This is an optimization exercise on Yosys and OpenROAD, whose aim is small area and a short achievable clock period, not a production implementation.
The RTL was checked by simulation tests, not by an equivalence proof against the original design.
No activity file was given, so power comes from the tool's default toggle rates.

==> flow/design.v (outline; a module is shown in full before it is edited, if it fits) <==
// module rat_round: 3918 lines
module rat_round #(parameter WIDTH=32) (
        input clk,
        input rst,
        input [WIDTH-1:0] in_num,
        input [WIDTH-1:0] in_den,
        output wire [WIDTH-1:0] out_num,
        output wire [WIDTH-1:0] out_den,
        output wire rdy
    );
  // ...
==> flow/run.sh <==
#!/bin/bash
# synth_recipe.tcl (not shown) runs the flow's synth.tcl, then flattens the netlist and writes it again
# the make line also repeats each setting of config.mk as NAME=value (left out here)
make -C /OpenROAD-flow-scripts/flow DESIGN_CONFIG=/design/flow/config.mk WORK_HOME=/design/flow/orfs CLKGATE_MAP_FILE= SYNTH_SCRIPT=/design/flow/synth_recipe.tcl finish
==> flow/config.mk <==
export PLATFORM = sky130hd
export DESIGN_NAME = rat_round
export DESIGN_NICKNAME = rat_round
export VERILOG_FILES = /design/flow/design.v
export SDC_FILE = /design/flow/constraint.sdc
export NUM_CORES = 4
export LEC_CHECK = 0
export ABC_AREA = 1
export CAP_MARGIN = 20
export CORE_MARGIN = 2
export CORE_UTILIZATION = 40
export SLEW_MARGIN = 80
==> flow/constraint.sdc <==
create_clock -name core_clock -period 72.0 [get_ports {clk}]
set_input_delay 14.4000 -clock core_clock [delete_from_list [all_inputs] [get_ports {clk}]]
set_output_delay 14.4000 -clock core_clock [all_outputs]
set_load 0.01 [all_outputs]
==> results.tsv, run 1 <==
metric	value	unit
Area Growth Syn to Fin	14.65	%
met3 WL	4.198	mm
Final Power	1250	uW
setup bufs post-CTS	0	
met2 usage in global routing	39.19	%
multi-input logic area	29080	um2
top cells by area, synth	ha_1, dfxtp_1, nand2_1	
switching part of the total power	50.16	%
Worst Setup End Kind	flop	
crit path buf inv count	34	
GRT Util Overall	23.28	%
Final Instance Count excl. Fillers	6725	
tap cells	1176	
status	no timing/DRC/antenna violations	
Synth Area in XOR/XNOR	8.085	%
clock latency at the later pin of the worst-skew pair	0.59	ns
Routed Wire Length	108.0	mm
Most Crowded Layer GR	met2	
layout buffering overhead excluding clock cells	4.619	%
Power Clock	177	uW
Remaining DRCs	0	
simple logic cell fraction of the synthesized area	31.66	%
worst-case clock buffer depth	3	
clk slew on worst S/H paths	0.06	ns
Synth Register Bits	250	
clk sinks	250	
==> run 2: changes to the inputs <==
--- a/flow/design.v
+++ b/flow/design.v
@@ -144,42 +144,31 @@
     wire [5:0] p26;
     assign p26[0] = q26 ? (r26_e0 ~^ 1'b0) : x26[0];
     assign p26[1] = q26 ? (r26_e1 ~^ r26_g0) : x26[1];
     assign p26[2] = q26 ? (r26_e2 ~^ r26g_25) : x26[2];
     assign p26[3] = q26 ? (r26_e3 ~^ r26g_31) : x26[3];
     assign p26[4] = q26 ? (r26_e4 ~^ r26g_33) : x26[4];
     assign p26[5] = q26 ? (r26_e5 ~^ r26g_35) : x26[5];
     wire [31:26] qq26 = {qq27, q26};
-    reg [5:0] a_p;
-    reg [31:26] a_q;
-    reg [25:0] a_n;
-    reg [31:0] a_d;
-    always @(posedge clk) begin
-        a_p <= p26;
-        a_q <= qq26;
-        a_n <= n0[25:0];
-        a_d <= d0;
-    end
-    wire [31:0] a_nx = {6'b0, a_n};
-    wire [6:0] x25 = {a_p, a_nx[25]};
-    wire r25_g0 = ~x25[0] & a_d[0];
-    wire r25_e0 = ~(x25[0] ^ a_d[0]);
-    wire r25_g1 = ~x25[1] & a_d[1];
-    wire r25_e1 = ~(x25[1] ^ a_d[1]);
-    wire r25_g2 = ~x25[2] & a_d[2];
-    wire r25_e2 = ~(x25[2] ^ a_d[2]);
-    wire r25_g3 = ~x25[3] & a_d[3];
-    wire r25_e3 = ~(x25[3] ^ a_d[3]);
-    wire r25_g4 = ~x25[4] & a_d[4];
-    wire r25_e4 = ~(x25[4] ^ a_d[4]);
-    wire r25_g5 = ~x25[5] & a_d[5];
-    wire r25_e5 = ~(x25[5] ^ a_d[5]);
-    wire r25_g6 = ~x25[6] & a_d[6];
-    wire r25_e6 = ~(x25[6] ^ a_d[6]);
+    wire [6:0] x25 = {p26, n0[25]};
+    wire r25_g0 = ~x25[0] & d0[0];
+    wire r25_e0 = ~(x25[0] ^ d0[0]);
+    wire r25_g1 = ~x25[1] & d0[1];
+    wire r25_e1 = ~(x25[1] ^ d0[1]);
+    wire r25_g2 = ~x25[2] & d0[2];
+    wire r25_e2 = ~(x25[2] ^ d0[2]);
+    wire r25_g3 = ~x25[3] & d0[3];
+    wire r25_e3 = ~(x25[3] ^ d0[3]);
+    wire r25_g4 = ~x25[4] & d0[4];
+    wire r25_e4 = ~(x25[4] ^ d0[4]);
+    wire r25_g5 = ~x25[5] & d0[5];
+    wire r25_e5 = ~(x25[5] ^ d0[5]);
+    wire r25_g6 = ~x25[6] & d0[6];
+    wire r25_e6 = ~(x25[6] ^ d0[6]);
     wire r25g_39 = r25_g1 | (r25_e1 & r25_g0);
     wire r25p_40 = r25_e1 & r25_e0;
     wire r25g_41 = r25_g3 | (r25_e3 & r25_g2);
     wire r25p_42 = r25_e3 & r25_e2;
     wire r25g_43 = r25_g5 | (r25_e5 & r25_g4);
     wire r25p_44 = r25_e5 & r25_e4;
     wire r25g_45 = r25_g2 | (r25_e2 & r25g_39);
     wire r25p_46 = r25_e2 & r25p_40;
@@ -188,27 +177,38 @@
     wire r25g_49 = r25_g6 | (r25_e6 & r25g_43);
     wire r25p_50 = r25_e6 & r25p_44;
     wire r25g_51 = r25_g4 | (r25_e4 & r25g_47);
     wire r25p_52 = r25_e4 & r25p_48;
     wire r25g_53 = r25g_43 | (r25p_44 & r25g_47);
     wire r25p_54 = r25p_44 & r25p_48;
     wire r25g_55 = r25g_49 | (r25p_50 & r25g_47);
     wire r25p_56 = r25p_50 & r25p_48;
-    wire q25 = ~r25g_55 & ~|a_d[31:7];
+    wire q25 = ~r25g_55 & ~|d0[31:7];
     wire [6:0] p25;
     assign p25[0] = q25 ? (r25_e0 ~^ 1'b0) : x25[0];
     assign p25[1] = q25 ? (r25_e1 ~^ r25_g0) : x25[1];
     assign p25[2] = q25 ? (r25_e2 ~^ r25g_39) : x25[2];
     assign p25[3] = q25 ? (r25_e3 ~^ r25g_45) : x25[3];
     assign p25[4] = q25 ? (r25_e4 ~^ r25g_47) : x25[4];
     assign p25[5] = q25 ? (r25_e5 ~^ r25g_51) : x25[5];
     assign p25[6] = q25 ? (r25_e6 ~^ r25g_53) : x25[6];
-    wire [31:25] qq25 = {a_q, q25};
-    wire [7:0] x24 = {p25, a_nx[24]};
+    wire [31:25] qq25 = {qq26, q25};
+    reg [6:0] a_p;
+    reg [31:25] a_q;
+    reg [24:0] a_n;
+    reg [31:0] a_d;
+    always @(posedge clk) begin
+        a_p <= p25;
+        a_q <= qq25;
+        a_n <= n0[24:0];
+        a_d <= d0;
+    end
+    wire [31:0] a_nx = {7'b0, a_n};
+    wire [7:0] x24 = {a_p, a_nx[24]};
     wire r24_g0 = ~x24[0] & a_d[0];
     wire r24_e0 = ~(x24[0] ^ a_d[0]);
     wire r24_g1 = ~x24[1] & a_d[1];
     wire r24_e1 = ~(x24[1] ^ a_d[1]);
     wire r24_g2 = ~x24[2] & a_d[2];
     wire r24_e2 = ~(x24[2] ^ a_d[2]);
     wire r24_g3 = ~x24[3] & a_d[3];
     wire r24_e3 = ~(x24[3] ^ a_d[3]);
@@ -249,17 +249,17 @@
     assign p24[0] = q24 ? (r24_e0 ~^ 1'b0) : x24[0];
     assign p24[1] = q24 ? (r24_e1 ~^ r24_g0) : x24[1];
     assign p24[2] = q24 ? (r24_e2 ~^ r24g_57) : x24[2];
     assign p24[3] = q24 ? (r24_e3 ~^ r24g_65) : x24[3];
     assign p24[4] = q24 ? (r24_e4 ~^ r24g_67) : x24[4];
     assign p24[5] = q24 ? (r24_e5 ~^ r24g_73) : x24[5];
     assign p24[6] = q24 ? (r24_e6 ~^ r24g_75) : x24[6];
     assign p24[7] = q24 ? (r24_e7 ~^ r24g_77) : x24[7];
-    wire [31:24] qq24 = {qq25, q24};
+    wire [31:24] qq24 = {a_q, q24};
     wire [8:0] x23 = {p24, a_nx[23]};
     wire r23_g0 = ~x23[0] & a_d[0];
     wire r23_e0 = ~(x23[0] ^ a_d[0]);
     wire r23_g1 = ~x23[1] & a_d[1];
     wire r23_e1 = ~(x23[1] ^ a_d[1]);
     wire r23_g2 = ~x23[2] & a_d[2];
     wire r23_e2 = ~(x23[2] ^ a_d[2]);
     wire r23_g3 = ~x23[3] & a_d[3];
==> flow/config.mk (replaced) <==
export PLATFORM = sky130hd
export DESIGN_NAME = rat_round
export DESIGN_NICKNAME = rat_round
export VERILOG_FILES = /design/flow/design.v
export SDC_FILE = /design/flow/constraint.sdc
export NUM_CORES = 4
export LEC_CHECK = 0
export ABC_AREA = 1
export CAP_MARGIN = 20
export CORE_MARGIN = 2
export CORE_UTILIZATION = 60
export CTS_BUF_LIST = sky130_fd_sc_hd__clkbuf_4 sky130_fd_sc_hd__clkbuf_8
export GPL_ROUTABILITY_DRIVEN = 0
export PLACE_DENSITY = 0.85
export SLEW_MARGIN = 80
==> results.tsv, run 2 <==
metric	value	unit	change
Worst Setup End Kind	output pin		
max-cap violations	0		
antenna-violating nets left	0		
Pleak	0.02172	uW	
Cell Pwr Density	30.40	nW/um2	
dpl hpwl	85.08	mm	
# nets final	6420		
I/O pin count	131		
clk sinks	251		+0.40%
CTS root buf	clkbuf_8		
Post-Synthesis Cells	5555		
Clk pwr share	12.9	%	
accumulated negative setup slack	0	ns	
most frequent cell on the critical path	nand2_1		
hold path cells	0		
Critical Path RT	57.60	ns	
grt total ovfl	0		
DR WL/cell	16.19	um	
via count	37080		
most frequent cell after synthesis	nand2_1		
Synthesis Warnings	1		
hold_sp	a_n[3]$_DFF_P_		
largest area contributor in the netlist	ha_1		
clk slew on worst S/H paths	0.06	ns	about the same
Synth async-reset ratio	0	%	
EDFF count, synth	0		
Area Growth Syn to Fin	12.83	%	
CP Launch Type	flop		
setup bufs post-CTS	0		unchanged
commonest non-fill, non-tap cell in the layout	nand2_1		
initial antenna violation count	2		
Fmax	37.35	MHz	
final slew viol count	0		
Initial DRC Count	2765		
worst-case clock buffer depth	3		unchanged
top_reg_cell synth	dfxtp_1		
Combinational Power Share	72.6	%	
syn avg cell area	6.582	um2	
top cells by area, synth	ha_1, nand2_1, dfxtp_1		
Critical Path AT	12.37	ns	
sequential area share after synthesis	13.74	%	
GRT Util Overall	33.05	%	+9.8 points
layout cells sized above 1	9.506	%	
CP Max Fanout	54		
switching part of the total power	50.62	%	+0.46 points
Die Wd	250.9	um	
Cell Int Power	619.1	uW	
Remaining DRCs	0		unchanged
port bufs	98		
Synth Register Bits	251		+0.40%
Die ar.	62930	um2	
vias in the first global route	35890		
crit path buf inv count	9		-74%
fin crit share	37.19	%	
post-synth top area share	18.07	%	
Ant. Diodes	0		
sequential share of power	14.4	%	
status	no timing/DRC/antenna violations		
Net Sw Power	634.8	uW	
Routed Wire Length	105.5	mm	-2.3%
CTS tree	built		
CP max stage cell	clkdlybuf4s50_1		
cell area after synthesis	36560	um2	
RSZ-0062 raised after global routing	false		
most frequent cells in the layout	nand2_1, inv_1, nand3_1, ha_1, nor2_1		
fin crit period	26.77	ns	
TritonCTS Buffers	46		
core area	60360	um2	
Die Y	250.9	um	
largest net degree at the start of global routing	55		
flop-to-flop setup slack	45.29	ns	
skew final	0.04908	ns	
first-pass GRT wire length	172.1	mm	
Largest regs	a_d (32), b_d (32), c_d (32)		
Final Hold Fails	0		
VDD IR max	0.00002394	V	
drt pass-1 iters	6		
row cnt	90		
post-cts gate resize count	0		
final setup vio count	0		
largest stage delay on the critical path	0.60	ns	
clock latency at the later pin of the worst-skew pair	0.66	ns	+0.07 ns
end of the worst register-to-register path	b_p[2]$_DFF_P_		
type of the worst setup path	flop to output pin		
Synth top cells by count	nand2_1, inv_1, nand3_1, ha_1, nor2_1		
initial core utilization	60.58	%	
R2R cell count	171		
Worst R2R Start	a_d[0]$_DFF_P_		
Hold Path Sink	b_n[3]$_DFF_P_		
# hold bufs at CTS	0		
HP Class	flop to flop		
Synth cell types	66		
critical path's top delay family	simple AND/OR/NAND/NOR gates		
worst hold slack	0.3233	ns	
Max H-tree Level	2		
Vias/cell	5.691		
## run 2: cell count changes in the layout (fill, tap and decap cells not counted), moves of 16 or more
cell / previous run / this run
o21ai_1: 91 / 75
clkbuf_16: 35 / 0
a21oi_1: 280 / 252
a21o_1: 25 / 41
nand3_1: 517 / 579
nand2_1: 1286 / 1465
nand2_2: 39 / 22
inv_1: 708 / 746
clkbuf_8: 13 / 54
nor2_1: 287 / 309
o211ai_1: 29 / 13
## run 2: logic make-up (layout without fill, tap and decap cells)
kind of cell	Yosys count	count (layout)	synth area share, %
other	2	32	0.02054
AO/OA/AOI/OAI	642	642	10.02
AND/OR/NAND/NOR	2766	2766	33.21
flip-flops	251	251	13.74
adder cells (fa/ha/maj)	656	656	25.08
XOR/XNOR	331	331	7.929
buffers and inverters	901	1049	9.831
multiplexers	6	6	0.1643
## run 2: worst max-delay path by stage
stage	startpoint	endpoint	cells past startpoint	slack, ns
final	c_n[1]$_DFF_P_	out_num[30]	71	45.23
after global routing	a_d[0]$_DFF_P_	b_p[7]$_DFF_P_	172	42.73
after CTS	c_n[1]$_DFF_P_	out_num[30]	71	45.24
after detailed placement	in_num[4]	a_p[2]$_DFF_P_	74	45.03
after global placement	b_d[11]$_DFF_P_	c_p[21]$_DFF_P_	153	43.29
after floorplan	in_num[2]	a_p[2]$_DFF_P_	68	47.71
## run 2: area by class of cell
| class | count | area (um2) |
|---|---|---|
| Clock buffer | 61 | 777.0 |
| Fill cell | 4955 | 19100 |
| Timing Repair Buffer | 190 | 1743 |
| Sequential cell | 251 | 5136 |
| Tap cell | 782 | 978.4 |
| Clock inverter | 22 | 299.0 |
| Multi-Input combinational cell | 4433 | 29350 |
| Inverter | 776 | 2968 |
## run 2: metrics by stage
stage               area (um2)  worst slack, ns  total power (uW)  utilization [%]  cells
floorplan                36680            47.71             832.3                -   5585
global placement         38160            43.29             994.9            63.23   6368
detailed placement       39630            45.03              1057            65.67   6423
CTS                      40710            45.24              1225            67.45   6506
global route             41250            42.73              1390            68.35   6515
finish                   41250            45.23              1254            68.35   6515
## run 2: metal layers
metal  share of wire (%)  vias to the layer above  global-route usage, %
met2                  46                     1350                  57.30
met3                 7.3                      412                  4.887
li1                    -                    18290                      -
met4                 6.1                        4                  17.28
met5               0.022                        -                      0
met1                  40                    17020                  39.66
## run 2: power groups by stage
stage                     Combinational (uW)  Clock [uW]  Sequential, uW
final                                    911         162             181
after global routing                    1040         169             183
after CTS                                881         164             180
after detailed placement                 874           0             183
after global placement                   813           0             182
after floorplan                          658           0             174
==> run 3: changes to the inputs <==
==> flow/config.mk (replaced) <==
export PLATFORM = sky130hd
export DESIGN_NAME = rat_round
export DESIGN_NICKNAME = rat_round
export VERILOG_FILES = /design/flow/design.v
export SDC_FILE = /design/flow/constraint.sdc
export NUM_CORES = 4
export LEC_CHECK = 0
export ABC_AREA = 1
export CAP_MARGIN = 20
export CORE_MARGIN = 2
export CORE_UTILIZATION = 55
export PLACE_DENSITY = 0.8
export SLEW_MARGIN = 80
==> results.tsv, run 3 <==
metric	value	unit	change
top_reg_cell synth	dfxtp_1		
Ant. Diodes	0		unchanged
largest net degree at the start of global routing	55		unchanged
CP Launch Type	flop		
CP max stage cell	clkdlybuf4s50_1		
clock latency at the later pin of the worst-skew pair	0.62	ns	-0.04 ns
accumulated negative setup slack	0	ns	unchanged
Cell Int Power	627.2	uW	+1.3%
placed instance count	6501		+1.2%
Net Sw Power	629.2	uW	-0.89%
Largest regs	a_d (32), b_d (32), c_d (32)		
final slew viol count	0		unchanged
Max H-tree Level	1		-1
port bufs	98		unchanged
sequential area share after synthesis	13.74	%	unchanged
largest area contributor in the netlist	ha_1		
HP Class	flop to flop		
first-pass GRT wire length	167.9	mm	-2.4%
Pleak	0.02172	uW	about the same
Combinational Power Share	72.1	%	-0.5 points
initial antenna violation count	2		unchanged
Area Growth Syn to Fin	12.98	%	
Die Y	261.8	um	+4.4%
Most Crowded Layer GR	met2		
layout cells sized above 1	8.745	%	-0.76 points
syn avg cell area	6.582	um2	unchanged
post-cts gate resize count	0		unchanged
Final Hold Fails	0		unchanged
clk slew on worst S/H paths	0.06	ns	about the same
hold path cells	0		unchanged
Crit path depth	163		+130%
top cells by area, synth	ha_1, nand2_1, dfxtp_1		
Fmax	36.55	MHz	-2.1%
Routed Wire Length	103.6	mm	-1.8%
critical path's top delay family	simple AND/OR/NAND/NOR gates		
# nets final	6404		-0.25%
Synth cell types	66		unchanged
initial core utilization	55.61	%	-5.0 points
most frequent cell after synthesis	nand2_1		
RSZ-0062 raised after global routing	false		
Worst Setup End Kind	flop		
most frequent cells in the layout	nand2_1, inv_1, nand3_1, ha_1, nor2_1		
worst-case clock buffer depth	3		unchanged
Synthesis Warnings	1		unchanged
Vias/cell	5.520		-3.0%
antenna-violating nets left	0		unchanged
R2R cell count	163		-4.7%
VDD IR max	0.00003089	V	+29%
crit path buf inv count	28		+19
setup bufs post-CTS	0		unchanged
TritonCTS Buffers	30		-35%
Initial DRC Count	2517		-9.0%
I/O pin count	131		unchanged
type of the worst setup path	flop to flop		
post-synth top area share	18.07	%	unchanged
clk sinks	251		unchanged
DR WL/cell	15.77	um	-2.6%
largest stage delay on the critical path	0.56	ns	-0.04 ns
cell area after synthesis	36560	um2	unchanged
status	no timing/DRC/antenna violations		
Final Instance Count excl. Fillers	6570		+0.84%
fin crit period	27.36	ns	+0.5859 ns
Synth async-reset ratio	0	%	unchanged
core area	65750	um2	+8.9%
Cell Pwr Density	30.41	nW/um2	about the same
Final Power	1256	uW	+0.19%
max-cap violations	0		unchanged
skew final	0.03244	ns	-0.01665 ns
fin crit share	38.00	%	+0.81 points
Remaining DRCs	0		unchanged
Critical Path AT	27.83	ns	+15.46 ns
Clk pwr share	13.5	%	+0.6 points
GRT Util Overall	29.93	%	-3.1 points
row cnt	94		+4.4%
commonest non-fill, non-tap cell in the layout	nand2_1		
# hold bufs at CTS	0		unchanged
Post-Synthesis Cells	5555		unchanged
via count	36270		-2.2%
CTS root buf	clkbuf_16		
dpl hpwl	84.86	mm	-0.26%
Critical Path RT	72.47	ns	+14.87 ns
CP Max Fanout	24		-56%
sequential share of power	14.4	%	about the same
grt total ovfl	0		unchanged
EDFF count, synth	0		unchanged
most frequent cell on the critical path	nand2_1		
global routing usage on met1	36.88	%	-2.8 points
met3 Usage GRT	3.144	%	-1.7 points
GPL Wtd Cong	0.9479		
drt pass-1 iters	6		unchanged
final setup vio count	0		unchanged
met2 usage in global routing	52.46	%	-4.8 points
Synth Register Bits	251		unchanged
Die Wd	261.8	um	+4.4%
CTS tree	built		
vias in the first global route	34850		-2.9%
switching part of the total power	50.08	%	-0.55 points
Die ar.	68560	um2	+8.9%
worst hold slack	0.3263	ns	+0.002964 ns
Synth top cells by count	nand2_1, inv_1, nand3_1, ha_1, nor2_1		
-- run 3: logic make-up (layout without fill, tap and decap cells) --
group / Yosys count / count (layout) / share of synthesized area (%)
adder cells (fa/ha/maj): 656 / 656 / 25.08
AO/OA/AOI/OAI: 642 / 642 / 10.02
XOR/XNOR: 331 / 331 / 7.929
multiplexers: 6 / 6 / 0.1643
other: 2 / 32 / 0.02054
flip-flops: 251 / 251 / 13.74
AND/OR/NAND/NOR: 2766 / 2766 / 33.21
buffers and inverters: 901 / 1022 / 9.831
-- run 3: layout make-up --
class	instances	area [um2]
Timing Repair Buffer	190	1805
Tap cell	864	1081
Fill cell	5818	24440
Multi-Input combinational cell	4433	29220
Inverter	776	2958
Clock inverter	20	280.3
Clock buffer	36	824.5
Sequential cell	251	5145
-- run 3: metrics by stage --
stage | setup WS [ns] | instance area, um2 | utilization (%)
5_1_grt | 42.35 | 41310 | 62.83
4_1_cts | 44.98 | 40820 | 62.09
2_1_floorplan | 47.71 | 36680 | -
3_5_place_dp | 45.10 | 39720 | 60.41
3_3_place_gp | 43.43 | 38280 | 58.23
6_report | 44.64 | 41310 | 62.83
-- run 3: worst paths after layout --
path	from	end	slack [ns]
min	b_q[26]$_DFF_P_	c_q[26]$_DFF_P_	0.33
min reg2reg	b_q[26]$_DFF_P_	c_q[26]$_DFF_P_	0.33
max	a_d[0]$_DFF_P_	b_p[7]$_DFF_P_	44.64
max reg2reg	a_d[0]$_DFF_P_	b_p[7]$_DFF_P_	44.64
-- run 3: power groups by stage --
stage	Combinational (uW)	Sequential (uW)	Clock [uW]
6_report	906	182	169
5_1_grt	1040	183	176
4_1_cts	883	181	171
3_5_place_dp	876	184	0
3_3_place_gp	817	183	0
2_1_floorplan	658	174	0
-- run 3: layer usage --
| metal | routed length (um) | vias to the layer above |
|---|---|---|
| li1 | - | 18230 |
| met1 | 43720 | 16670 |
| met2 | 48470 | 1080 |
| met3 | 6336 | 285 |
| met4 | 5050 | 2 |
| met5 | 13 | - |
==> run 4: changes to the inputs <==
==> flow/flow/run.sh (new file) <==
#!/bin/bash
# Own layout flow: the standard synthesis and layout (standard.sh), except
# that the input and output ports are buffered with buf_2 cells rather than the
# clkdlybuf4s50 delay buffer that buffer_ports picks by itself, and that global
# placement reweights a larger share of the most timing-critical nets.
set -euo pipefail
cd "$(dirname "$(readlink -f "$0")")/.."
bash standard.sh synth > flow_synth.log 2>&1
bash standard.sh "BUFFER_PORTS_ARGS=-buffer_cell sky130_fd_sc_hd__buf_2" \
  "GLOBAL_PLACEMENT_ARGS=-timing_driven_nets_percentage 30 -timing_driven_net_weight_max 5" \
  finish > flow_layout.log 2>&1
==> flow/standard.sh (new file) <==
#!/bin/bash
# synth_recipe.tcl (not shown) runs the flow's synth.tcl, then flattens the netlist and writes it again
# the make line also repeats each setting of config.mk as NAME=value (left out here)
make -C /OpenROAD-flow-scripts/flow DESIGN_CONFIG=/design/flow/config.mk WORK_HOME=/design/flow/orfs CLKGATE_MAP_FILE= SYNTH_SCRIPT=/design/flow/synth_recipe.tcl "${@:-finish}"
--- a/flow/config.mk
+++ b/flow/config.mk
@@ -8,6 +8,8 @@
 export ABC_AREA = 1
 export CAP_MARGIN = 20
 export CORE_MARGIN = 2
-export CORE_UTILIZATION = 55
-export PLACE_DENSITY = 0.8
+export CORE_UTILIZATION = 60
+export CTS_BUF_LIST = sky130_fd_sc_hd__clkbuf_4 sky130_fd_sc_hd__clkbuf_8
+export GPL_ROUTABILITY_DRIVEN = 0
+export PLACE_DENSITY = 0.85
 export SLEW_MARGIN = 80
removed: flow/run.sh
==> results.tsv, run 4 <==
metric	value	unit	change
status	no timing/DRC/antenna violations		
Synth Area in XOR/XNOR	7.929	%	unchanged
Final Instance Count excl. Fillers	6523		-0.72%
commonest non-fill, non-tap cell in the layout	nand2_1		
via count	37400		+3.1%
Fmax	36.50	MHz	-0.12%
most frequent cells in the layout	nand2_1, inv_1, nand3_1, ha_1, nor2_1		
main combinational cell family by area after synthesis	simple AND/OR/NAND/NOR gates		
antenna-violating nets left	0		unchanged
fin crit share	38.05	%	+0.047 points
Combinational Power Share	72.4	%	+0.3 points
clock latency at the later pin of the worst-skew pair	0.67	ns	+0.05 ns
CP Launch Type	flop		
Synth Area in Compound Gates	10.02	%	unchanged
port bufs	98		unchanged
Synth top cells by count	nand2_1, inv_1, nand3_1, ha_1, nor2_1		
switching part of the total power	51.37	%	+1.3 points
row cnt	90		-4.3%
initial core utilization	60.58	%	+5.0 points
Final Hold Fails	0		unchanged
largest area contributor in the netlist	ha_1		
Net Sw Power	635.3	uW	+0.98%
Synth cell types	66		unchanged
setup bufs post-CTS	0		unchanged
syn avg cell area	6.582	um2	unchanged
CP max stage cell	clkdlybuf4s50_1		
layout cells sized above 1	10.96	%	+2.2 points
dpl hpwl	86.81	mm	+2.3%
Remaining DRCs	0		unchanged
Area Growth Syn to Fin	11.65	%	
skew final	0.03974	ns	+0.007303 ns
I/O pin count	131		unchanged
most frequent cell after synthesis	nand2_1		
worst-case clock buffer depth	3		unchanged
Cell Pwr Density	30.29	nW/um2	-0.39%
sequential area share after synthesis	13.74	%	unchanged
GRT Util Overall	33.65	%	+3.7 points
top_reg_cell synth	dfxtp_1		
critical path's top delay family	simple AND/OR/NAND/NOR gates		
clk sinks	251		unchanged
Initial DRC Count	3181		+26%
Die ar.	62930	um2	-8.2%
Final Power	1237	uW	-1.6%
Clk pwr share	12.9	%	-0.6 points
Cell Int Power	601.3	uW	-4.1%
accumulated negative setup slack	0	ns	unchanged
type of the worst setup path	flop to flop		
top cells by area, synth	ha_1, nand2_1, dfxtp_1		
Critical Path RT	72.60	ns	+0.13 ns
largest net degree at the start of global routing	55		unchanged
Post-Synth Adder-Cell Area	25.08	%	unchanged
VDD IR max	0.00003118	V	+0.92%
post-cts gate resize count	0		unchanged
Synth async-reset ratio	0	%	unchanged
HP Class	flop to flop		
RSZ-0062 raised after global routing	false		
simple logic cell fraction of the synthesized area	33.21	%	unchanged
largest stage delay on the critical path	0.58	ns	+0.02 ns
initial antenna violation count	2		unchanged
max-cap violations	0		unchanged
Largest regs	a_d (32), b_d (32), c_d (32)		
# hold bufs at CTS	0		unchanged
placed instance count	6430		-1.1%
first-pass GRT wire length	174.5	mm	+3.9%
post-synth top area share	18.07	%	unchanged
TritonCTS Buffers	46		+53%
Die Y	250.9	um	-4.2%
clk slew on worst S/H paths	0.07	ns	about the same
final slew viol count	0		unchanged
grt total ovfl	0		unchanged
CP Max Fanout	24		unchanged
fin crit period	27.39	ns	+0.03410 ns
Fillers	4919		-15%
core area	60360	um2	-8.2%
Synthesis Warnings	1		unchanged
CTS tree	built		
Post-Synthesis Cells	5555		unchanged
most frequent cell on the critical path	nand2_1		
CTS root buf	clkbuf_8		
mux share of post-synthesis cell area	0.1643	%	unchanged
Max H-tree Level	2		+1
DR WL/cell	16.63	um	+5.5%
final setup vio count	0		unchanged
Vias/cell	5.734		+3.9%
Pleak	0.02180	uW	+0.39%
crit path buf inv count	25		-11%
drt pass-1 iters	8		+2
Worst Setup End Kind	flop		
Critical Path AT	27.99	ns	+0.16 ns
# nets final	6424		+0.31%
Routed Wire Length	108.5	mm	+4.7%
cell area after synthesis	36560	um2	unchanged
vias in the first global route	36050		+3.5%
EDFF count, synth	0		unchanged
Synth Register Bits	251		unchanged
Die Wd	250.9	um	-4.2%
sequential share of power	14.6	%	+0.2 points
[run 4: per-stage QoR]
stage	hold WS (ns)	cell area (um2)	setup slack [ns]	util, %
2_1_floorplan	0.3096	36680	47.71	-
3_3_place_gp	0.3102	37700	42.96	62.46
3_5_place_dp	0.3121	39250	44.98	65.03
4_1_cts	0.3220	40310	45.33	66.78
5_1_grt	0.3288	40820	42.20	67.62
6_report	0.3179	40820	44.61	67.63
[run 4: routing by layer]
layer  GRT usage, %  share of wire (%)  routed length (um)  vias up
met5              0              0.012                  13        -
met2          57.25                 46               49900     1524
met1          39.99                 39               42850    17130
met3          5.809                7.9                8524      440
met4          19.57                6.6                7182        2
li1               -                  -                   -    18310
[run 4: power by group through the flow]
stage                     combinational (uW)  sequential, uW  clock, uW
final                                    896             181        160
after global placement                   801             183          0
after floorplan                          658             174          0
after global routing                    1020             182        167
after detailed placement                 862             183          0
after CTS                                871             180        161
[run 4: worst reg2reg max path: cells and delay by family (launching register included)]
| kind | cells | cell delay (ns) |
|---|---|---|
| AND/OR/NAND/NOR | 101 | 11.59 |
| buffers and inverters | 25 | 5.29 |
| adder cells (fa/ha/maj) | 15 | 5.12 |
| AO/OA/AOI/OAI | 31 | 4.94 |
| flip-flops | 1 | 0.43 |
[run 4: logic make-up (layout without fill, tap and decap cells)]
logic type / after synthesis / after routing
xor+xnor: 331 / 331
flops: 251 / 251
simple gates: 2766 / 2766
buf+inv: 901 / 1055
mux: 6 / 6
compound gates: 642 / 642
other cells: 2 / 34
fa+ha+maj: 656 / 656
[run 4: layout make-up]
cell class                 instances  area [um2]  share of cell area, %
antenna                            2       5.005                0.01226
clock buffer                      64       812.0                  1.989
clock inverter                    21       246.5                 0.6038
inverter                         776        2965                  7.264
multi-input combinational       4433       29370                  71.95
sequential                       251        5121                  12.55
tap                              782       978.4                  2.397
timing repair buffer             194        1320                  3.234
[run 4: final timing paths]
kind	cells past startpoint	slack (ns)	end	start
min reg2reg	0	0.32	b_n[10]$_DFF_P_	a_n[10]$_DFF_P_
max reg2reg	172	44.61	b_p[18]$_DFF_P_	a_d[0]$_DFF_P_
max	172	44.61	b_p[18]$_DFF_P_	a_d[0]$_DFF_P_
min	0	0.32	b_n[10]$_DFF_P_	a_n[10]$_DFF_P_
==> run 5: changes to the inputs <==
==> flow/flow/run.sh (replaced) <==
#!/bin/bash
# Own layout flow: the standard synthesis and layout (standard.sh), except
# that the input and output ports are buffered with buf_2 cells rather than the
# clkdlybuf4s50 delay buffer that buffer_ports picks by itself.
set -euo pipefail
cd "$(dirname "$(readlink -f "$0")")/.."
bash standard.sh synth > flow_synth.log 2>&1
bash standard.sh "BUFFER_PORTS_ARGS=-buffer_cell sky130_fd_sc_hd__buf_2" finish > flow_layout.log 2>&1
==> results.tsv, run 5 <==
metric	value	unit	change
Ant. Diodes	0		-2
fin crit share	36.86	%	-1.2 points
Final Hold Fails	0		unchanged
clk sinks	251		unchanged
setup bufs post-CTS	0		unchanged
placed instance count	6422		-0.12%
most frequent cell after synthesis	nand2_1		
# hold bufs at CTS	0		unchanged
fin crit period	26.54	ns	-0.8560 ns
via count	37030		-1.0%
Post-Synthesis Cells	5555		unchanged
Pleak	0.02178	uW	about the same
CTS tree	built		
CP Launch Type	flop		
drt pass-1 iters	6		-2
Initial DRC Count	2740		-14%
post-synth top area share	18.07	%	unchanged
top layer in use	met5		
Die Y	250.9	um	unchanged
sequential area share after synthesis	13.74	%	unchanged
largest area contributor in the netlist	ha_1		
largest stage delay on the critical path	0.55	ns	-0.03 ns
core area	60360	um2	unchanged
final setup vio count	0		unchanged
Critical Path AT	12.14	ns	-15.85 ns
Fmax	37.68	MHz	+3.2%
cell area after synthesis	36560	um2	unchanged
HP Class	flop to flop		
grt total ovfl	0		unchanged
syn avg cell area	6.582	um2	unchanged
VDD IR max	0.00002729	V	-12%
I/O pin count	131		unchanged
CP max stage cell	clkdlybuf4s50_1		
Synthesis Warnings	1		unchanged
skew final	0.04085	ns	+0.001116 ns
Synth cell types	66		unchanged
dpl hpwl	84.24	mm	-3.0%
top_reg_cell synth	dfxtp_1		
Die Wd	250.9	um	unchanged
flop-to-flop setup slack	45.70	ns	+1.09 ns
WL met2	49.12	mm	-1.6%
commonest non-fill, non-tap cell in the layout	nand2_1		
initial antenna violation count	2		unchanged
port bufs	98		unchanged
Combinational Power Share	71.9	%	-0.5 points
R2R cell count	169		-1.7%
most frequent cell on the critical path	nand2_1		
met3 WL	7.950	mm	-6.7%
first-pass GRT wire length	168.6	mm	-3.4%
layout cells sized above 1	10.39	%	-0.57 points
clk slew on worst S/H paths	0.07	ns	about the same
Clk pwr share	13.6	%	+0.7 points
DR WL/cell	16.16	um	-2.8%
end of the worst register-to-register path	b_p[3]$_DFF_P_		
top cells by area, synth	ha_1, nand2_1, dfxtp_1		
switching part of the total power	50.74	%	-0.63 points
Synth async-reset ratio	0	%	unchanged
Worst Setup End Kind	output pin		
Net Sw Power	629.7	uW	-0.89%
hold_sp	a_q[26]$_DFF_P_		
Routed Wire Length	105.3	mm	-2.9%
Cell Int Power	611.2	uW	+1.6%
row cnt	90		unchanged
# nets final	6419		-0.078%
Synth Register Bits	251		unchanged
sequential share of power	14.5	%	about the same
most frequent cells in the layout	nand2_1, inv_1, nand3_1, ha_1, nor2_1		
post-cts gate resize count	0		unchanged
Max H-tree Level	2		unchanged
antenna-violating nets left	0		unchanged
initial core utilization	60.58	%	unchanged
Critical Path RT	57.60	ns	-15.00 ns
RSZ-0062 raised after global routing	false		
Remaining DRCs	0		unchanged
type of the worst setup path	flop to output pin		
Largest regs	a_d (32), b_d (32), c_d (32)		
final slew viol count	0		unchanged
EDFF count, synth	0		unchanged
Vias/cell	5.682		-0.90%
Worst R2R Start	a_d[0]$_DFF_P_		
max-cap violations	0		unchanged
Hold Path Sink	b_q[26]$_DFF_P_		
clock latency at the later pin of the worst-skew pair	0.66	ns	about the same
accumulated negative setup slack	0	ns	unchanged
Area Growth Syn to Fin	11.08	%	
CTS root buf	clkbuf_8		
Synth top cells by count	nand2_1, inv_1, nand3_1, ha_1, nor2_1		
TritonCTS Buffers	45		-2.2%
hold path cells	0		unchanged
GRT Util Overall	32.57	%	-1.1 points
Die ar.	62930	um2	unchanged
largest net degree at the start of global routing	55		unchanged
status	no timing/DRC/antenna violations		
M1 wire length	42.23	mm	-1.4%
Final Instance Count excl. Fillers	6516		-0.11%
vias in the first global route	35180		-2.4%
Cell Pwr Density	30.55	nW/um2	+0.85%
worst-case clock buffer depth	3		unchanged
CP Max Fanout	54		+130%
## run 5: cell counts after synthesis
Identical to the previous run, type by type.
## run 5: how the worst max path moves through the flow
stage | cells after the start | slack (ns) | from | endpoint
after floorplan | 68 | 47.71 | in_num[2] | a_p[2]$_DFF_P_
after CTS | 71 | 45.74 | c_n[1]$_DFF_P_ | out_num[30]
after global placement | 160 | 43.78 | a_d[3]$_DFF_P_ | b_p[10]$_DFF_P_
after global routing | 170 | 43.28 | a_d[0]$_DFF_P_ | b_p[18]$_DFF_P_
final | 72 | 45.46 | c_n[1]$_DFF_P_ | out_num[30]
after detailed placement | 76 | 45.23 | in_num[4] | a_p[2]$_DFF_P_
## run 5: power groups by stage
stage	logic [uW]	registers, uW	clock network (uW)
finish	892	180	169
global route	1020	181	176
global placement	799	182	0
detailed placement	858	182	0
floorplan	658	174	0
CTS	866	179	170
## run 5: area by class of cell
class	count	area, um2
multi-input combinational	4433	29140
clock inverter	25	365.4
tap	782	978.4
clock buffer	59	749.5
sequential	251	5132
timing repair buffer	190	1282
fill	5022	19740
inverter	776	2968
## run 5: critical path: cells and delay by family, from the launching register on
kind / cells / cell delay [ns]
AND/OR/NAND/NOR: 39 / 4.79
buffers and inverters: 10 / 2.06
AO/OA/AOI/OAI: 16 / 2.25
flip-flops: 1 / 0.35
adder cells (fa/ha/maj): 6 / 1.85
XOR/XNOR: 1 / 0.14
## run 5: metrics by stage
step / util (%) / instance area [um2] / power [uW] / hold slack [ns] / setup slack (ns)
2_1_floorplan: - / 36680 / 832.3 / 0.3096 / 47.71
3_3_place_gp: 62.47 / 37710 / 980.1 / 0.3106 / 43.78
3_5_place_dp: 64.54 / 38950 / 1040 / 0.3121 / 45.23
4_1_cts: 66.38 / 40070 / 1215 / 0.3204 / 45.74
5_1_grt: 67.29 / 40620 / 1375 / 0.3285 / 43.28
6_report: 67.29 / 40620 / 1241 / 0.3261 / 45.46
## run 5: cell families (layout without fill, tap and decap cells)
logic type	Yosys count	in the layout	share of synthesized area (%)
other cells	2	32	0.02054
xor+xnor	331	331	7.929
flops	251	251	13.74
fa+ha+maj	656	656	25.08
simple gates	2766	2766	33.21
buf+inv	901	1050	9.831
compound gates	642	642	10.02
mux	6	6	0.1643
## run 5: routing by layer
layer | up-vias | GRT usage (%)
met1 | 16940 | 38.74
li1 | 18290 | -
met5 | - | 0
met2 | 1406 | 56.74
met4 | 2 | 16.38
met3 | 390 | 5.394
==> run 6: changes to the inputs <==
==> flow/flow/run.sh (replaced) <==
#!/bin/bash
# Own layout flow: the standard synthesis and layout (standard.sh), except
# that the input and output ports are buffered with buf_2 cells rather than the
# clkdlybuf4s50 delay buffer that buffer_ports picks by itself, and that the
# layout steps after synthesis may not use the delay cells (clkdlybuf, dlygate,
# dlymetal) as ordinary buffers either.  The platform's own don't-use list is
# repeated because a make variable on the command line replaces it.
set -euo pipefail
cd "$(dirname "$(readlink -f "$0")")/.."
bash standard.sh synth > flow_synth.log 2>&1
DU="sky130_fd_sc_hd__probe_p_8 sky130_fd_sc_hd__probec_p_8 sky130_fd_sc_hd__lpflow_bleeder_1 sky130_fd_sc_hd__lpflow_clkbufkapwr_1 sky130_fd_sc_hd__lpflow_clkbufkapwr_16 sky130_fd_sc_hd__lpflow_clkbufkapwr_2 sky130_fd_sc_hd__lpflow_clkbufkapwr_4 sky130_fd_sc_hd__lpflow_clkbufkapwr_8 sky130_fd_sc_hd__lpflow_clkinvkapwr_1 sky130_fd_sc_hd__lpflow_clkinvkapwr_16 sky130_fd_sc_hd__lpflow_clkinvkapwr_2 sky130_fd_sc_hd__lpflow_clkinvkapwr_4 sky130_fd_sc_hd__lpflow_clkinvkapwr_8 sky130_fd_sc_hd__lpflow_decapkapwr_12 sky130_fd_sc_hd__lpflow_decapkapwr_3 sky130_fd_sc_hd__lpflow_decapkapwr_4 sky130_fd_sc_hd__lpflow_decapkapwr_6 sky130_fd_sc_hd__lpflow_decapkapwr_8 sky130_fd_sc_hd__lpflow_inputiso0n_1 sky130_fd_sc_hd__lpflow_inputiso0p_1 sky130_fd_sc_hd__lpflow_inputiso1n_1 sky130_fd_sc_hd__lpflow_inputiso1p_1 sky130_fd_sc_hd__lpflow_inputisolatch_1 sky130_fd_sc_hd__lpflow_isobufsrc_1 sky130_fd_sc_hd__lpflow_isobufsrc_16 sky130_fd_sc_hd__lpflow_isobufsrc_2 sky130_fd_sc_hd__lpflow_isobufsrc_4 sky130_fd_sc_hd__lpflow_isobufsrc_8 sky130_fd_sc_hd__lpflow_isobufsrckapwr_16 sky130_fd_sc_hd__lpflow_lsbuf_lh_hl_isowell_tap_1 sky130_fd_sc_hd__lpflow_lsbuf_lh_hl_isowell_tap_2 sky130_fd_sc_hd__lpflow_lsbuf_lh_hl_isowell_tap_4 sky130_fd_sc_hd__lpflow_lsbuf_lh_isowell_4 sky130_fd_sc_hd__lpflow_lsbuf_lh_isowell_tap_1 sky130_fd_sc_hd__lpflow_lsbuf_lh_isowell_tap_2 sky130_fd_sc_hd__lpflow_lsbuf_lh_isowell_tap_4"
DLY="sky130_fd_sc_hd__clkdlybuf4s15_1 sky130_fd_sc_hd__clkdlybuf4s15_2 sky130_fd_sc_hd__clkdlybuf4s18_1 sky130_fd_sc_hd__clkdlybuf4s18_2 sky130_fd_sc_hd__clkdlybuf4s25_1 sky130_fd_sc_hd__clkdlybuf4s25_2 sky130_fd_sc_hd__clkdlybuf4s50_1 sky130_fd_sc_hd__clkdlybuf4s50_2 sky130_fd_sc_hd__dlygate4sd1_1 sky130_fd_sc_hd__dlygate4sd2_1 sky130_fd_sc_hd__dlygate4sd3_1 sky130_fd_sc_hd__dlymetal6s2s_1 sky130_fd_sc_hd__dlymetal6s4s_1 sky130_fd_sc_hd__dlymetal6s6s_1"
bash standard.sh "BUFFER_PORTS_ARGS=-buffer_cell sky130_fd_sc_hd__buf_2" \
  "DONT_USE_CELLS=$DU $DLY" \
  finish > flow_layout.log 2>&1
==> results.tsv, run 6 <==
metric	value	unit	change
largest net degree at the start of global routing	55		unchanged
most frequent cells in the layout	nand2_1, inv_1, nand3_1, ha_1, nor2_1		
port bufs	98		unchanged
CP Max Fanout	34		-37%
most frequent cell on the critical path	nand2_1		
post-synth top area share	18.07	%	unchanged
via count	37630		+1.6%
CP Launch Type	flop		
top_reg_cell synth	dfxtp_1		
Critical Path RT	72.58	ns	+14.98 ns
worst hold slack	0.3253	ns	-0.0007940 ns
Die ar.	62930	um2	unchanged
max-cap violations	0		unchanged
fin crit share	36.72	%	-0.14 points
Cell Int Power	603.7	uW	-1.2%
Fmax	37.83	MHz	+0.38%
Critical Path AT	27.02	ns	+14.88 ns
Clk pwr share	13.2	%	-0.4 points
Worst R2R Start	b_d[0]$_DFF_P_		
Synth top cells by count	nand2_1, inv_1, nand3_1, ha_1, nor2_1		
hold_sp	b_n[0]$_DFF_P_		
Synthesis Warnings	1		unchanged
Post-Synthesis Cells	5555		unchanged
R2R cell count	163		-3.6%
Pleak	0.02185	uW	+0.29%
Final Hold Fails	0		unchanged
sequential area share after synthesis	13.74	%	unchanged
TritonCTS Buffers	47		+4.4%
syn avg cell area	6.582	um2	unchanged
setup bufs post-CTS	0		unchanged
fin crit period	26.44	ns	-0.1001 ns
commonest non-fill, non-tap cell in the layout	nand2_1		
Net Sw Power	633.2	uW	+0.57%
Synth async-reset ratio	0	%	unchanged
cell area after synthesis	36560	um2	unchanged
accumulated negative setup slack	0	ns	unchanged
switching part of the total power	51.19	%	+0.45 points
Initial DRC Count	3408		+24%
type of the worst setup path	flop to flop		
Largest regs	a_d (32), b_d (32), c_d (32)		
clock latency at the later pin of the worst-skew pair	0.65	ns	about the same
VDD IR max	0.00002721	V	-0.28%
initial antenna violation count	3		+1
most frequent cell after synthesis	nand2_1		
post-cts gate resize count	0		unchanged
Synth Register Bits	251		unchanged
antenna-violating nets left	0		unchanged
GRT Util Overall	33.26	%	+0.69 points
initial core utilization	60.58	%	unchanged
Hold Path Sink	c_n[0]$_DFF_P_		
HP Class	flop to flop		
clk sinks	251		unchanged
I/O pin count	131		unchanged
# nets final	6458		+0.61%
Combinational Power Share	72.1	%	+0.2 points
status	no timing/DRC/antenna violations		
sequential share of power	14.7	%	+0.2 points
largest stage delay on the critical path	0.50	ns	-0.05 ns
grt total ovfl	0		unchanged
Die Wd	250.9	um	unchanged
final setup vio count	0		unchanged
RSZ-0062 raised after global routing	false		
layout cells sized above 1	11.38	%	+0.99 points
Vias/cell	5.739		+1.0%
Reg area	5129	um2	about the same
vias in the first global route	35530		+1.0%
end of the worst register-to-register path	c_p[4]$_DFF_P_		
multi-input logic area	29220	um2	+0.27%
Max H-tree Level	2		unchanged
worst-case clock buffer depth	3		unchanged
DR WL/cell	16.51	um	+2.2%
Final Power	1237	uW	-0.32%
dpl hpwl	87.93	mm	+4.4%
top cells by area, synth	ha_1, nand2_1, dfxtp_1		
CTS tree	built		
clk slew on worst S/H paths	0.07	ns	about the same
final slew viol count	0		unchanged
Die Y	250.9	um	unchanged
Area Growth Syn to Fin	11.32	%	
hold path cells	0		unchanged
# hold bufs at CTS	0		unchanged
Routed Wire Length	108.3	mm	+2.8%
CTS root buf	clkbuf_8		
Fillers	4942		-1.6%
row cnt	90		unchanged
core area	60360	um2	unchanged
Worst Setup End Kind	flop		
CP max stage cell	dfxtp_2		
largest area contributor in the netlist	ha_1		
Cell Pwr Density	30.39	nW/um2	-0.53%
skew final	0.02209	ns	-0.01877 ns
Remaining DRCs	0		unchanged
first-pass GRT wire length	171.6	mm	+1.8%
drt pass-1 iters	7		+1
EDFF count, synth	0		unchanged
Synth cell types	66		unchanged
flop-to-flop setup slack	45.56	ns	-0.14 ns
[run 6: critical path: cells and delay by family, from the launching register on]
kind	cells	cell delay, ns
simple gates	94	12.31
flops	1	0.50
buf+inv	32	5.39
compound gates	25	4.28
fa+ha+maj	12	3.77
[run 6: worst max-delay path by stage]
stage	endpoint	start
final	c_p[4]$_DFF_P_	b_d[0]$_DFF_P_
after global routing	c_p[11]$_DFF_P_	b_d[1]$_DFF_P_
after CTS	c_p[4]$_DFF_P_	b_d[0]$_DFF_P_
after detailed placement	a_p[2]$_DFF_P_	in_num[0]
after global placement	c_p[14]$_DFF_P_	b_d[5]$_DFF_P_
after floorplan	a_p[2]$_DFF_P_	in_num[2]
[run 6: layout make-up]
cell class              instances  area share, %
diodes                          2        0.01230
repair buffers                227          3.221
multi-input cells            4433          71.79
inverters                     776          7.291
clock buffers                  63          2.053
flip-flops and latches        251          12.60
clock inverters                23         0.6301
well taps                     782          2.404
[run 6: cell families after synthesis]
family                     after synthesis  share of synthesized area [%]
and+or+nand+nor                       2766                          33.21
buffers and inverters                  901                          9.831
other                                    2                        0.02054
muxes                                    6                         0.1643
DFF                                    251                          13.74
AOI/OAI and AO/OA                      642                          10.02
adders and majority gates              656                          25.08
xor gates and xnor gates               331                          7.929
[run 6: metrics by stage]
stage / cell area (um2) / utilization (%) / std cells / worst slack, ns
4_1_cts: 40220 / 66.64 / 6548 / 45.68
3_3_place_gp: 37640 / 62.36 / 6383 / 41.11
6_report: 40700 / 67.44 / 6557 / 45.56
2_1_floorplan: 36680 / - / 5585 / 47.71
5_1_grt: 40700 / 67.43 / 6555 / 43.34
3_5_place_dp: 39130 / 64.83 / 6462 / 45.68
[run 6: power by group through the flow]
stage	logic, uW	clock network, uW	registers [uW]
after floorplan	658	0	174
after global placement	799	0	183
after detailed placement	861	0	184
after CTS	869	164	181
after global routing	1010	170	183
final	892	163	182
[run 6: metal layers]
metal / wire length (um) / part of all wire [%] / GRT usage, % / vias up
met4: 6630 / 6.1 / 18.06 / 2
met2: 49710 / 46 / 56.67 / 1579
li1: - / - / - / 18370
met1: 42800 / 40 / 40.02 / 17230
met3: 9102 / 8.4 / 5.622 / 452
met5: 8 / 0.0074 / 0 / -

[separate check: timing with driven ports]
The results above use ideal ports. As a check the final layouts listed here were re-extracted and re-timed, cells and wires unchanged.
Step 1 (the two cells are an assumption about what drives the block):
set clk [get_ports {clk}]
set_driving_cell -lib_cell sky130_fd_sc_hd__clkbuf_16 $clk
set_driving_cell -lib_cell sky130_fd_sc_hd__buf_2 [delete_from_list [all_inputs] $clk]
Step 2 moves the port delays by t, midway between the first and last clock arrival at a register: inputs arrive t later, outputs are due t later. That takes back most of the time a late clock gives input paths.
a / b / c = ideal ports / drivers / drivers and shift; a / b = the first two.
run	t, ns	setup slack, ns	worst register clock-pin slew, ns
run 1	0.641	44.651 / 44.651 / 44.651	0.07 / 0.07
run 2	0.698	45.226 / 45.168 / 44.901	0.09 / 0.09
run 3	0.665	44.640 / 44.640 / 44.640	0.07 / 0.07
run 4	0.704	44.606 / 44.606 / 44.606	0.07 / 0.07
run 5	0.695	45.462 / 45.405 / 44.927	0.08 / 0.08
run 6	0.702	45.562 / 45.562 / 45.248	0.07 / 0.07
After both steps every run listed still meets setup and hold. For run 5, which loses most, drivers alone change the setup slack by -0.057 ns; drivers and shift together by -0.535 ns.
